This design comes from an exercise in tuning for a short achievable clock period and few clock cycles on the open sky130 flow, not from production work.
Only simulation tests tie the RTL to the original design; equivalence was not proved.

==> flow/design.v (excerpt) <==
module mips
  (
   input         clk,
   input         rst,
   output [31:0] imem_addr,
   input [31:0]  imem_data,
   output        wb_en,
   output [4:0]  wb_reg,
   output [31:0] wb_data
   );
    reg [31:0]  pc;           
    reg [31:0]  ir;           
    reg         ir_valid;
    assign imem_addr = pc;
    wire [31:0] pc_plus4 = pc + 32'd4;
    wire [31:0] pc_plus8 = pc + 32'd8;
    wire [31:0] pc_plus12 = pc + 32'd12;
    wire [31:0] pc_plus16 = pc + 32'd16;
    wire [31:0] written_next;
    wire [31:0] written_soon;
    wire [31:0] fetch_next_pc;
    wire        fetch_taken;
    wire [5:0]  opcode = ir[31:26];
    wire [4:0]  RS = ir[25:21];
    wire [4:0]  RT = ir[20:16];
    wire [4:0]  RD = ir[15:11];
    wire [5:0]  funct = ir[5:0];
    wire [31:0] immediate = { {16{ir[15]}}, ir[15:0] };
    wire        is_r    = opcode == 6'b000000;
    wire        is_lui  = opcode == 6'b001111;
    wire        is_addi = opcode == 6'b001000;
    wire        is_beq  = opcode == 6'b000100;
    wire        is_div  = is_r && funct == 6'b011010;
    wire        r_write = is_r && (funct == 6'b100000 || funct == 6'b100010 ||
                                   funct == 6'b011000 || funct == 6'b011010);
    wire        writes  = ir_valid && (is_lui || is_addi || r_write);
    wire [4:0]  dest    = is_r ? RD : RT;
    wire [31:0] busA;
    wire [31:0] busB;
    wire [31:0] busC;
    wire [31:0] busD;
    localparam BT_N = 4;
    reg [BT_N-1:0] bt_valid;
    reg [31:0]     bt_tag [0:BT_N-1];
    reg [4:0]      bt_rs [0:BT_N-1];
    reg [4:0]      bt_rt [0:BT_N-1];
    reg [31:0]     bt_target [0:BT_N-1];
    reg [1:0]      bt_next;
    reg            bt_hit;
    reg [4:0]      bt_hit_rs;
    reg [4:0]      bt_hit_rt;
    reg [31:0]     bt_hit_target;
    integer        n;
    always @(*)
    begin
        bt_hit = 1'b0;
        bt_hit_rs = 5'd0;
        bt_hit_rt = 5'd0;
        bt_hit_target = 32'd0;
        for (n = 0; n < BT_N; n = n + 1)
  ...
clock: 160.0 ns
lec_check: 0
cap_margin: 20
core_margin: 2
core_utilization: 40
slew_margin: 20
synth_hierarchical: 1
standard.sh (not shown) runs the stock make flow with config.mk's settings and CLKGATE_MAP_FILE= SYNTH_SCRIPT=/design/flow/synth_recipe.tcl, a recipe that flattens the netlist after the stock synthesis.
==> flow/flow/run.sh <==
#!/bin/bash
# The standard layout, with repair_timing aiming for a setup slack of
# REPAIR_MARGIN ns instead of the flow's few ns, so that the resizer works on
# the paths the achieved period depends on. The SDC is the design's.
set -euo pipefail
REPAIR_MARGIN=127
bash standard.sh SETUP_SLACK_MARGIN=$REPAIR_MARGIN finish > standard_make.log 2>&1
Testbench counts at the start, summed over its fixed seeds: cycles 36,450.
Then changed:
--- a/flow/flow/run.sh
+++ b/flow/flow/run.sh
@@ -5,3 +5,3 @@
 set -euo pipefail
-REPAIR_MARGIN=127
+REPAIR_MARGIN=128
 bash standard.sh SETUP_SLACK_MARGIN=$REPAIR_MARGIN finish > standard_make.log 2>&1
Result: The changed run completed with no timing, DRC or antenna violations. Synthesized cell count does not change. Cell area hardly moves. Flip-flop and latch count stays the same. Wire length rose by 2.4%. Non-clock buffer count went up by 15. Final cell count stays flat. Synthesized area stays the same. Global-route usage rose by 0.70 points. Die area does not change. Sequential share of layout area stays flat. Fmax barely changes.

========
Another version of the RTL of mips (not shown whole).
For scale: roughly 20,000 cells after synthesis, about 190,000 sq um of cells after synthesis.
Settings: LEC_CHECK=0, CAP_MARGIN=20, CORE_MARGIN=2, CORE_UTILIZATION=40, SLEW_MARGIN=20, SYNTH_HIERARCHICAL=1; clock period 160.0 ns.
==> flow/flow/run.sh <==
#!/bin/bash
# The standard layout, with repair_timing aiming for a setup slack of
# REPAIR_MARGIN ns instead of the flow's few ns, so that the resizer works on
# the paths the achieved period depends on. The SDC is the design's.
set -euo pipefail
REPAIR_MARGIN=128
bash standard.sh SETUP_SLACK_MARGIN=$REPAIR_MARGIN finish > standard_make.log 2>&1
Testbench counts at the start, summed over its fixed seeds: cycles 36,596.
Then changed:
--- a/flow/flow/run.sh
+++ b/flow/flow/run.sh
@@ -5,3 +5,3 @@
 set -euo pipefail
-REPAIR_MARGIN=128
+REPAIR_MARGIN=127
 bash standard.sh SETUP_SLACK_MARGIN=$REPAIR_MARGIN finish > standard_make.log 2>&1
Maximum frequency hardly moves.
Synthesized area stays the same.
Register-to-register slack degrades by 0.49 ns.
Final cell count is about the same.
Routed wire length increases by 2.7%.
Setup slack loses 0.030 ns.
Worst hold slack is worse by 0.067 ns.
Clock skew decreases by 0.011 ns.
Core utilization fell by 0.13 points.
Via count climbs by about 0.4%.

-- port drivers added, routing unchanged --
In the flow no input, the clock included, has a driving cell. The finished layouts below were timed again as built, in two steps.
Step 1 assumes that a clkbuf_16 drives the clock port and a buf_2 every other input.
Step 2 adds t to the input delays and takes it off the output delays; t is the mean of the earliest and latest rising clock arrival at the registers after step 1. Input paths then give back, and output paths get back, about the clock's delay inside the block.
Slacks: ideal ports / drivers / drivers and shift; pairs: ideal ports / drivers.
| run | t, ns | setup WS [ns] | worst setup path at the end | worst register clock-pin slew, ns | pins driven straight from the clock port |
|---|---|---|---|---|---|
| the first run of note 1 | 1.107 | 126.347 / 126.208 / 125.416 | input to register | 0.08 / 0.08 | 1 |
| the second run of note 1 | 1.080 | 126.393 / 126.261 / 125.416 | input to register | 0.07 / 0.07 | 1 |
| the first run of note 2 | 1.065 | 126.444 / 126.325 / 125.881 | input to register | 0.08 / 0.08 | 1 |
| the second run of note 2 | 1.067 | 126.414 / 126.267 / 126.026 | input to register | 0.07 / 0.07 | 1 |
After both steps every run listed still meets setup and hold. The setup slack of the second run of note 1, which loses most, moves by -0.132 ns with the drivers and by -0.977 ns with both steps.
